Background: an optimization exercise with open tools, aiming at small area, a short achievable clock period and few clock cycles. Do not read the settings as production practice. Where RTL was checked, it was by simulation tests only, not by an equivalence proof against the original. Power is estimated from default activity; no workload was simulated.

v6:
## mips32_core
module mips32_core(
    input clk,
    input reset_all,
    input HALT,
    output [15:0] out,
    output halted,
    output imem_en,
    output [10:0] imem_addr,
    input  [31:0] imem_rdata,
    output dmem_en,
    output dmem_we,
    output [10:0] dmem_addr,
    output [31:0] dmem_wdata,
    input  [31:0] dmem_rdata
    );
    reg [31:0] R [0:15];
    reg [31:0] pc;       
    reg        irv;      
    reg        mv;       
    reg [10:0] fa;       
    reg        fen;      
    reg        hlt;      
    reg        l1v;      
    reg [3:0]  l1r;      
    reg        l2v;      
    reg [3:0]  l2r;      
    reg        den, dwe;
    reg        rq;       
    reg [10:0] dad;
    reg [31:0] dwd;
    assign out = {R[4][7:0], R[3][7:0]};
    assign halted = hlt;
    assign imem_en = fen;
    assign imem_addr = fa;
    assign dmem_en = den;
    assign dmem_we = dwe;
    assign dmem_addr = dad;
    assign dmem_wdata = dwd;
    reg [4:0]  op;
    reg [18:0] imm19;
    reg [15:0] rso, rto;
    reg [3:0]  xa;
    wire c_r   = q_r;
    wire c_ld  = (op == 5'd14);
    wire c_st  = (op == 5'd15);
    wire c_br  = q_br;
    wire c_ret = (op == 5'd20);
    wire c_hlt = (op == 5'd22);
    wire c_bal = (op == 5'd16);
    wire c_bmi = (op == 5'd17);
    wire c_bpl = (op == 5'd18);
    wire c_bz  = (op == 5'd19);
    function [4:0] fnof(input [4:0] o, input [4:0] f);
        case (o)
            5'd0:  fnof = f;
            5'd1:  fnof = 5'd0;
            5'd2:  fnof = 5'd1;
            5'd3:  fnof = 5'd2;
            5'd4:  fnof = 5'd3;
            5'd5:  fnof = 5'd4;
            5'd6:  fnof = 5'd5;
            5'd7:  fnof = 5'd6;
            5'd8:  fnof = 5'd7;
            5'd9:  fnof = 5'd8;
            5'd10: fnof = 5'd9;
            5'd11: fnof = 5'd12;
            5'd12: fnof = 5'd13;
            5'd13: fnof = 5'd19;
            5'd21: fnof = 5'd14;
            default: fnof = 5'd31;
        endcase
    endfunction
    wire [4:0] fn = fnof(op, imm19[4:0]);
    wire [4:0] nfn = fnof(imem_rdata[31:27], imem_rdata[4:0]);
    reg q_r, q_br, q_inv, q_four;
    wire c_wr = c_wr0;
  ...
Size in the first run: ~140 I/O pins.
==> flow/config.mk <==
export PLATFORM = sky130hd
export DESIGN_NAME = mips32_core
export DESIGN_NICKNAME = mips32_core
export VERILOG_FILES = /design/flow/design.v
export SDC_FILE = /design/flow/constraint.sdc
export NUM_CORES = 4
export LEC_CHECK = 0
export CAP_MARGIN = 20
export CORE_MARGIN = 2
export CORE_UTILIZATION = 65
export SLEW_MARGIN = 55
==> flow/constraint.sdc <==
create_clock -name core_clock -period 34.0 [get_ports {clk}]
set_input_delay 6.8000 -clock core_clock [delete_from_list [all_inputs] [get_ports {clk}]]
set_output_delay 6.8000 -clock core_clock [all_outputs]
set_load 0.01 [all_outputs]
standard.sh (not shown) runs the stock make flow with config.mk's settings and CLKGATE_MAP_FILE= SYNTH_SCRIPT=/design/flow/synth_recipe.tcl, a recipe that flattens the netlist after the stock synthesis.
==> flow/flow/run.sh <==
#!/bin/bash
# The standard layout, with two changes after synthesis (which runs
# unchanged): the port buffers are buf_4 cells rather than the default
# delay-buffer cells, and the resizer may not use the clkdlybuf4s* /
# dlymetal6s* delay cells when it buffers nets.
set -o pipefail
bash standard.sh synth > synth.log 2>&1 || exit 1
export BUFFER_PORTS_ARGS="-buffer_cell sky130_fd_sc_hd__buf_4"
export DONT_USE_CELLS="sky130_fd_sc_hd__clkdlybuf4s15_1 sky130_fd_sc_hd__clkdlybuf4s15_2 sky130_fd_sc_hd__clkdlybuf4s18_1 sky130_fd_sc_hd__clkdlybuf4s18_2 sky130_fd_sc_hd__clkdlybuf4s25_1 sky130_fd_sc_hd__clkdlybuf4s25_2 sky130_fd_sc_hd__clkdlybuf4s50_1 sky130_fd_sc_hd__clkdlybuf4s50_2 sky130_fd_sc_hd__dlymetal6s2s_1 sky130_fd_sc_hd__dlymetal6s4s_1 sky130_fd_sc_hd__dlymetal6s6s_1"
bash standard.sh finish > layout.log 2>&1
Modified inputs, v7 compared to v6
diff --git a/flow/design.v b/flow/design.v
--- a/flow/design.v
+++ b/flow/design.v
@@ -758,45 +758,43 @@
     assign dmem_addr = dad;
     assign dmem_wdata = dwd;
     reg [4:0]  op;
     reg [18:0] imm19;
     reg [15:0] rso, rto;
     reg [3:0]  xa;
-    wire c_r   = q_r;
+    wire c_r   = (op == 5'd0);
     wire c_ld  = (op == 5'd14);
     wire c_st  = (op == 5'd15);
-    wire c_br  = q_br;
+    wire c_br  = (op[4:2] == 3'b100);
     wire c_ret = (op == 5'd20);
     wire c_hlt = (op == 5'd22);
     wire c_bal = (op == 5'd16);
     wire c_bmi = (op == 5'd17);
     wire c_bpl = (op == 5'd18);
     wire c_bz  = (op == 5'd19);
-    function [4:0] fnof(input [4:0] o, input [4:0] f);
-        case (o)
-            5'd0:  fnof = f;
-            5'd1:  fnof = 5'd0;
-            5'd2:  fnof = 5'd1;
-            5'd3:  fnof = 5'd2;
-            5'd4:  fnof = 5'd3;
-            5'd5:  fnof = 5'd4;
-            5'd6:  fnof = 5'd5;
-            5'd7:  fnof = 5'd6;
-            5'd8:  fnof = 5'd7;
-            5'd9:  fnof = 5'd8;
-            5'd10: fnof = 5'd9;
-            5'd11: fnof = 5'd12;
-            5'd12: fnof = 5'd13;
-            5'd13: fnof = 5'd19;
-            5'd21: fnof = 5'd14;
-            default: fnof = 5'd31;
+    reg [4:0] fn;        
+    always @* begin
+        case (op)
+            5'd0:  fn = imm19[4:0];
+            5'd1:  fn = 5'd0;
+            5'd2:  fn = 5'd1;
+            5'd3:  fn = 5'd2;
+            5'd4:  fn = 5'd3;
+            5'd5:  fn = 5'd4;
+            5'd6:  fn = 5'd5;
+            5'd7:  fn = 5'd6;
+            5'd8:  fn = 5'd7;
+            5'd9:  fn = 5'd8;
+            5'd10: fn = 5'd9;
+            5'd11: fn = 5'd12;
+            5'd12: fn = 5'd13;
+            5'd13: fn = 5'd19;
+            5'd21: fn = 5'd14;
+            default: fn = 5'd31;
         endcase
-    endfunction
-    wire [4:0] fn = fnof(op, imm19[4:0]);
-    wire [4:0] nfn = fnof(imem_rdata[31:27], imem_rdata[4:0]);
-    reg q_r, q_br, q_inv, q_four;
+    end
     wire c_wr = c_wr0;
     reg c_inv, c_four, c_sum, c_shl, c_shr, c_sra, c_lt, c_gt, c_ham, c_lui, c_cmov;
     reg [3:0] c_tt;      
     always @* begin
         c_inv = 1'b0; c_four = 1'b0; c_sum = 1'b0; c_shl = 1'b0; c_shr = 1'b0; c_sra = 1'b0;
         c_lt = 1'b0; c_gt = 1'b0; c_ham = 1'b0; c_lui = 1'b0; c_cmov = 1'b0; c_tt = 4'b0000;
@@ -837,14 +835,14 @@
             B = B | (R[q] & {32{rto[q]}});
         end
     end
     wire [31:0] imm = {{13{imm19[18]}}, imm19};
     wire [31:0] B2  = c_r ? B : imm;
     wire [31:0] ax = c_br ? pc : A;
-    wire [31:0] bx = q_four ? 32'd4 : B2;
-    wire [32:0] sum = {1'b0, ax} + {1'b0, q_inv ? ~bx : bx} + {32'd0, q_inv | c_br};
+    wire [31:0] bx = c_four ? 32'd4 : B2;
+    wire [32:0] sum = {1'b0, ax} + {1'b0, c_inv ? ~bx : bx} + {32'd0, c_inv | c_br};
     wire cout = sum[32];
     wire eq  = (A == B2);
     wire ugt = cout & ~eq;           
     wire ult = ~cout;                
     wire sd  = A[31] ^ B2[31];
     wire lt  = sd ? A[31]  : (A[31] ? ugt : ult);
@@ -930,16 +928,12 @@
             l1v <= ex && c_ld;
             l2v <= l2v_n;
             den <= ex && (c_ld || c_st);
         end
         if (adv) begin
             op <= imem_rdata[31:27];
-            q_r <= (imem_rdata[31:27] == 5'd0);
-            q_br <= (imem_rdata[31:29] == 3'b100);
-            q_inv <= (nfn == 5'd1) || (nfn == 5'd11) || (nfn == 5'd12) || (nfn == 5'd13) || (nfn == 5'd16);
-            q_four <= (nfn == 5'd10) || (nfn == 5'd11);
             imm19 <= imem_rdata[18:0];
             rso <= 16'd1 << imem_rdata[26:23];
             rto <= 16'd1 << imem_rdata[22:19];
             xa <= (imem_rdata[31:27] == 5'd0) ? imem_rdata[18:15] : ((imem_rdata[31:29] == 3'b100) ? 4'd15 : imem_rdata[22:19]);
         end
         l1r <= xa;
Results
The worst slack at placement of v7 exceeds that of v6 by 0.49 ns. Source-to-sink clock delay at the later pin of the worst-skew pair essentially unchanged between v7 and v6. Per the comparison of v7 with v6, final period utilization picked up an extra 1.4 points, minimum setup slack in the final design -0.49 ns, post-route minimum period increased by 0.49 ns relative to the old numbers. Looking at startpoint of the most critical setup path, the dmem_rdata[0] result is from v6; the op[3] one comes from v7. v7 has met3 layer usage reported by global route below what v6 had. v7 vs v6, endpoint of the most critical setup path: R[5][11] vs R[1][0]. Looking at die area, v7 sits 4.9% below v6. In v7 relative to v6, global placer's final weighted congestion had gone down by a few percent. Compared to v6, v7 has flip-flop and latch count about 0.6% lower. When v7 is measured against v6, its fmax turns out about 5.5% lower. Count of distinct cell types in the synthesized netlist: higher on v6. Number of enable-type register cells in the synthesized netlist came out lower on v7 than on v6. Comparing v7 and v6, netlist area before placement is higher on v6. For the tap cell count, v7 came in 17 lower than v6 did.
Testbench counts of v7, summed over its fixed seeds: cycles 56,485.
For v6, only the layout was checked, not whether the RTL still works.

---

mips32_core with an RTL version that a note above also has.
Size: roughly 3100 cells after synthesis, roughly 680 flip-flops, ~140 I/O pins, about 36000 µm² of cells after synthesis.
Design mips32_core, start of the top module:
module mips32_core(
    input clk,
    input reset_all,
    input HALT,
    output [15:0] out,
    output halted,
    output imem_en,
    output [10:0] imem_addr,
    input  [31:0] imem_rdata,
    output dmem_en,
    output dmem_we,
    output [10:0] dmem_addr,
    output [31:0] dmem_wdata,
    input  [31:0] dmem_rdata
    );
clock: 34.0 ns
lec_check: 0
cap_margin: 20
core_margin: 2
core_utilization: 65
slew_margin: 70
Scripts as last shown in full above: flow/flow/run.sh
Testbench counts at the start, summed over its fixed seeds: cycles 56,485.
Change:
--- a/flow/design.v
+++ b/flow/design.v
@@ -755,49 +755,51 @@
     assign imem_addr = fa;
     assign dmem_en = den;
     assign dmem_we = dwe;
     assign dmem_addr = dad;
     assign dmem_wdata = dwd;
     reg [4:0]  op;
     reg [18:0] imm19;
     reg [15:0] rso, rto;
     reg [3:0]  xa;
-    wire c_r   = (op == 5'd0);
+    wire c_r   = q_r;
     wire c_ld  = (op == 5'd14);
     wire c_st  = (op == 5'd15);
-    wire c_br  = (op[4:2] == 3'b100);
+    wire c_br  = q_br;
     wire c_ret = (op == 5'd20);
     wire c_hlt = (op == 5'd22);
     wire c_bal = (op == 5'd16);
     wire c_bmi = (op == 5'd17);
     wire c_bpl = (op == 5'd18);
     wire c_bz  = (op == 5'd19);
-    reg [4:0] fn;        
-    always @* begin
-        case (op)
-            5'd0:  fn = imm19[4:0];
-            5'd1:  fn = 5'd0;
-            5'd2:  fn = 5'd1;
-            5'd3:  fn = 5'd2;
-            5'd4:  fn = 5'd3;
-            5'd5:  fn = 5'd4;
-            5'd6:  fn = 5'd5;
-            5'd7:  fn = 5'd6;
-            5'd8:  fn = 5'd7;
-            5'd9:  fn = 5'd8;
-            5'd10: fn = 5'd9;
-            5'd11: fn = 5'd12;
-            5'd12: fn = 5'd13;
-            5'd13: fn = 5'd19;
-            5'd21: fn = 5'd14;
-            default: fn = 5'd31;
+    function [4:0] fnof(input [4:0] o, input [4:0] f);
+        case (o)
+            5'd0:  fnof = f;
+            5'd1:  fnof = 5'd0;
+            5'd2:  fnof = 5'd1;
+            5'd3:  fnof = 5'd2;
+            5'd4:  fnof = 5'd3;
+            5'd5:  fnof = 5'd4;
+            5'd6:  fnof = 5'd5;
+            5'd7:  fnof = 5'd6;
+            5'd8:  fnof = 5'd7;
+            5'd9:  fnof = 5'd8;
+            5'd10: fnof = 5'd9;
+            5'd11: fnof = 5'd12;
+            5'd12: fnof = 5'd13;
+            5'd13: fnof = 5'd19;
+            5'd21: fnof = 5'd14;
+            default: fnof = 5'd31;
         endcase
-    end
+    endfunction
+    wire [4:0] fn = fnof(op, imm19[4:0]);
+    wire [4:0] nfn = fnof(imem_rdata[31:27], imem_rdata[4:0]);
+    reg q_r, q_br, q_inv, q_four;
     wire c_wr = c_wr0;
     reg c_inv, c_four, c_sum, c_shl, c_shr, c_sra, c_lt, c_gt, c_ham, c_lui, c_cmov;
     reg [3:0] c_tt;      
     always @* begin
         c_inv = 1'b0; c_four = 1'b0; c_sum = 1'b0; c_shl = 1'b0; c_shr = 1'b0; c_sra = 1'b0;
         c_lt = 1'b0; c_gt = 1'b0; c_ham = 1'b0; c_lui = 1'b0; c_cmov = 1'b0; c_tt = 4'b0000;
         case (fn)
             5'd0:  c_sum = 1'b1;
             5'd1:  begin c_sum = 1'b1; c_inv = 1'b1; end
@@ -832,20 +834,20 @@
         A = 32'd0; B = 32'd0;
         for (q = 0; q < 16; q = q + 1) begin
             A = A | (R[q] & {32{rso[q]}});
             B = B | (R[q] & {32{rto[q]}});
         end
     end
     wire [31:0] imm = {{13{imm19[18]}}, imm19};
     wire [31:0] B2  = c_r ? B : imm;
     wire [31:0] ax = c_br ? pc : A;
-    wire [31:0] bx = c_four ? 32'd4 : B2;
-    wire [32:0] sum = {1'b0, ax} + {1'b0, c_inv ? ~bx : bx} + {32'd0, c_inv | c_br};
+    wire [31:0] bx = q_four ? 32'd4 : B2;
+    wire [32:0] sum = {1'b0, ax} + {1'b0, q_inv ? ~bx : bx} + {32'd0, q_inv | c_br};
     wire cout = sum[32];
     wire eq  = (A == B2);
     wire ugt = cout & ~eq;           
     wire ult = ~cout;                
     wire sd  = A[31] ^ B2[31];
     wire lt  = sd ? A[31]  : (A[31] ? ugt : ult);
     wire gt  = sd ? B2[31] : (A[31] ? ult : ugt);
     function [2:0] pc4(input [3:0] x);
         case (x)
@@ -925,18 +927,22 @@
             irv <= irv_n;
             fen <= !(busy_n && irv_n && mv_n);
             hlt <= hlt_n;
             l1v <= ex && c_ld;
             l2v <= l2v_n;
             den <= ex && (c_ld || c_st);
         end
         if (adv) begin
             op <= imem_rdata[31:27];
+            q_r <= (imem_rdata[31:27] == 5'd0);
+            q_br <= (imem_rdata[31:29] == 3'b100);
+            q_inv <= (nfn == 5'd1) || (nfn == 5'd11) || (nfn == 5'd12) || (nfn == 5'd13) || (nfn == 5'd16);
+            q_four <= (nfn == 5'd10) || (nfn == 5'd11);
             imm19 <= imem_rdata[18:0];
             rso <= 16'd1 << imem_rdata[26:23];
             rto <= 16'd1 << imem_rdata[22:19];
             xa <= (imem_rdata[31:27] == 5'd0) ? imem_rdata[18:15] : ((imem_rdata[31:29] == 3'b100) ? 4'd15 : imem_rdata[22:19]);
         end
         l1r <= xa;
         l2r <= l1r;
         dwe <= c_st;
         dad <= sum[10:0];
Outcome: The new run completed with no timing, DRC or antenna violations; total power went up by 8.0%; utilization shrinks by 0.72 points; die area went up by about 5%; via count increases by about 4%; count of clock-buffer cells in the layout is higher by 6; setup slack improved by 0.056 ns; clock skew went down by 0.0075 ns.
The RTL of the second run of this note was laid out without a check of its function.

---

Another version of the RTL of mips32_core (not shown whole).
Size in the first run: about 3,400 cells after synthesis, ~680 flip-flops, roughly 140 I/O pins, about 38,000 µm² of cells after synthesis.
export LEC_CHECK = 0
export CAP_MARGIN = 20
export CORE_MARGIN = 2
export CORE_UTILIZATION = 65
export SLEW_MARGIN = 70
create_clock -name core_clock -period 34.0 [get_ports {clk}]
Scripts as last shown in full above: flow/flow/run.sh
==> next run, changes <==
--- a/flow/design.v
+++ b/flow/design.v
@@ -755,18 +755,19 @@
     assign imem_addr = fa;
     assign dmem_en = den;
     assign dmem_we = dwe;
     assign dmem_addr = dad;
     assign dmem_wdata = dwd;
     reg [4:0]  op;
     reg [18:0] imm19;
     reg [15:0] rso, rto;
     reg [3:0]  xa;
+    reg        q_r, q_br, q_inv, q_four;     
     wire c_r   = q_r;
     wire c_ld  = (op == 5'd14);
     wire c_st  = (op == 5'd15);
     wire c_br  = q_br;
     wire c_ret = (op == 5'd20);
     wire c_hlt = (op == 5'd22);
     wire c_bal = (op == 5'd16);
     wire c_bmi = (op == 5'd17);
     wire c_bpl = (op == 5'd18);
@@ -787,20 +788,19 @@
             5'd11: fnof = 5'd12;
             5'd12: fnof = 5'd13;
             5'd13: fnof = 5'd19;
             5'd21: fnof = 5'd14;
             default: fnof = 5'd31;
         endcase
     endfunction
     wire [4:0] fn = fnof(op, imm19[4:0]);
     wire [4:0] nfn = fnof(imem_rdata[31:27], imem_rdata[4:0]);
-    reg q_r, q_br, q_inv, q_four;
-    wire c_wr = c_wr0;
+    wire c_wr = c_br | c_r | (fn != 5'd31);
     reg c_inv, c_four, c_sum, c_shl, c_shr, c_sra, c_lt, c_gt, c_ham, c_lui, c_cmov;
     reg [3:0] c_tt;      
     always @* begin
         c_inv = 1'b0; c_four = 1'b0; c_sum = 1'b0; c_shl = 1'b0; c_shr = 1'b0; c_sra = 1'b0;
         c_lt = 1'b0; c_gt = 1'b0; c_ham = 1'b0; c_lui = 1'b0; c_cmov = 1'b0; c_tt = 4'b0000;
         case (fn)
             5'd0:  c_sum = 1'b1;
             5'd1:  begin c_sum = 1'b1; c_inv = 1'b1; end
             5'd2:  c_tt = 4'b1000;
@@ -817,20 +817,19 @@
             5'd13: begin c_gt = 1'b1; c_inv = 1'b1; end
             5'd14: c_ham = 1'b1;
             5'd16: begin c_cmov = 1'b1; c_inv = 1'b1; end
             5'd17: c_tt = 4'b1100;
             5'd18: c_tt = 4'b1010;
             5'd19: c_lui = 1'b1;
             default: ;
         endcase
     end
-    wire c_wr0 = c_br | c_r | (fn != 5'd31);
-    wire busy = (l2v && c_wr0) || hlt;
+    wire busy = (l2v && c_wr) || hlt;
     wire hz   = (l1v && (rso[l1r] || ((c_r || c_st) && rto[l1r]) || c_hlt)) ||
                 (l2v && (rso[l2r] || ((c_r || c_st) && rto[l2r])));
     wire ex   = irv && !busy && !hz;
     reg  [31:0] A, B;
     integer q;
     always @* begin
         A = 32'd0; B = 32'd0;
         for (q = 0; q < 16; q = q + 1) begin
             A = A | (R[q] & {32{rso[q]}});
@@ -910,32 +909,32 @@
     wire redirect = ex && (taken || c_ret);
     wire [31:0] target = c_ret ? A : sum[31:0];
     wire        xw  = ex && c_wr;
     wire        wen = l2v || xw;
     wire [3:0]  wa  = l2v ? l2r : xa;
     wire s_ld  = l2v & ~rq;
     wire s_br  = ~l2v & c_br & ~rq;
     wire s_alu = ~l2v & ~c_br & ~rq;
     wire [31:0] wd  = ({32{s_ld}} & dmem_rdata) | ({32{s_br}} & pc1) | ({32{s_alu}} & res);
+    wire adv  = !irv || ex;           
+    wire lost = fen && mv && !adv;    
     wire jump = ex && (taken || c_ret);
     wire pj = jump & ~rq;
     wire px = ex & ~jump & ~rq;
     wire fr = redirect & ~rq;
     wire fl = ~redirect & lost & ~rq;
     wire fi = ~redirect & ~lost & fen & ~rq;
-    wire adv  = !irv || ex;           
-    wire lost = fen && mv && !adv;    
     wire hlt_n = hlt ? !HALT : (ex && c_hlt);
     wire l2v_n = l1v && !(xw && (xa == l1r));    
     wire mv_n  = !redirect && !lost && (fen || (mv && !adv));
     wire irv_n = !redirect && (adv ? mv : irv);
     wire [4:0] nop_ = imem_rdata[31:27];
-    wire nwr = adv ? ((nop_ <= 5'd13) || (nop_[4:2] == 3'b100) || (nop_ == 5'd21)) : c_wr0;
+    wire nwr = adv ? ((nop_ <= 5'd13) || (nop_[4:2] == 3'b100) || (nop_ == 5'd21)) : c_wr;
     wire busy_n = (l2v_n && nwr) || hlt_n;
     always @(posedge clk) begin
         if (rq || jump || ex)
             pc <= ({32{pj}} & target) | ({32{px}} & pc1);
         if (rq || redirect || lost || fen)
             fa <= ({11{fr}} & target[10:0]) | ({11{fl}} & (fa - 11'd1)) | ({11{fi}} & (fa + 11'd1));
         rq <= reset_all;
         if (reset_all || rq) begin
             irv <= 1'b0; mv <= 1'b0; fen <= 1'b1;
Setup slack is unchanged.
Global-route usage is unchanged.
Final cell count does not change.
Count of clock-buffer cells in the layout is unchanged.
Sequential share of layout area does not change.
Combinational power hardly moves.
Via count is unchanged.
Final area is unchanged.
Testbench counts after the change, summed over its fixed seeds: cycles 56,485.
Only the layout flow was run in the first run of this note; the RTL was not checked for function there.

-- what the ideal ports hide --
Ports are ideal in the flow. The routed layouts listed here were re-timed in OpenROAD.
Step 1 (the two cells are an assumption about what drives the block):
set clk [get_ports {clk}]
set_driving_cell -lib_cell sky130_fd_sc_hd__clkbuf_16 $clk
set_driving_cell -lib_cell sky130_fd_sc_hd__buf_2 [delete_from_list [all_inputs] $clk]
Step 2 moves the port delays by t, midway between the first and last clock arrival at a register: inputs arrive t later, outputs are due t later. That takes back most of the time a late clock gives input paths.
Slacks: no drivers / after step 1 / after step 2; pairs: no drivers / after step 1.
run	t, ns	slack for setup (ns)	worst setup path after step 2	pins driven straight from the clock port
v6	0.705	25.673 / 25.719 / 25.014	input to register	1
v7	0.704	25.184 / 25.184 / 25.184	register to register	1
the first run of note 2	0.694	25.708 / 25.645 / 25.405	input to register	1
the second run of note 2	0.695	25.764 / 25.696 / 25.124	input to register	1
the first run of note 3	0.691	25.829 / 25.765 / 25.500	input to register	1
the second run of note 3	0.691	25.829 / 25.765 / 25.500	input to register	1
After both steps every run listed still meets setup and hold. The setup slack of v6, which loses most, moves by +0.046 ns with the drivers and by -0.659 ns with both steps.
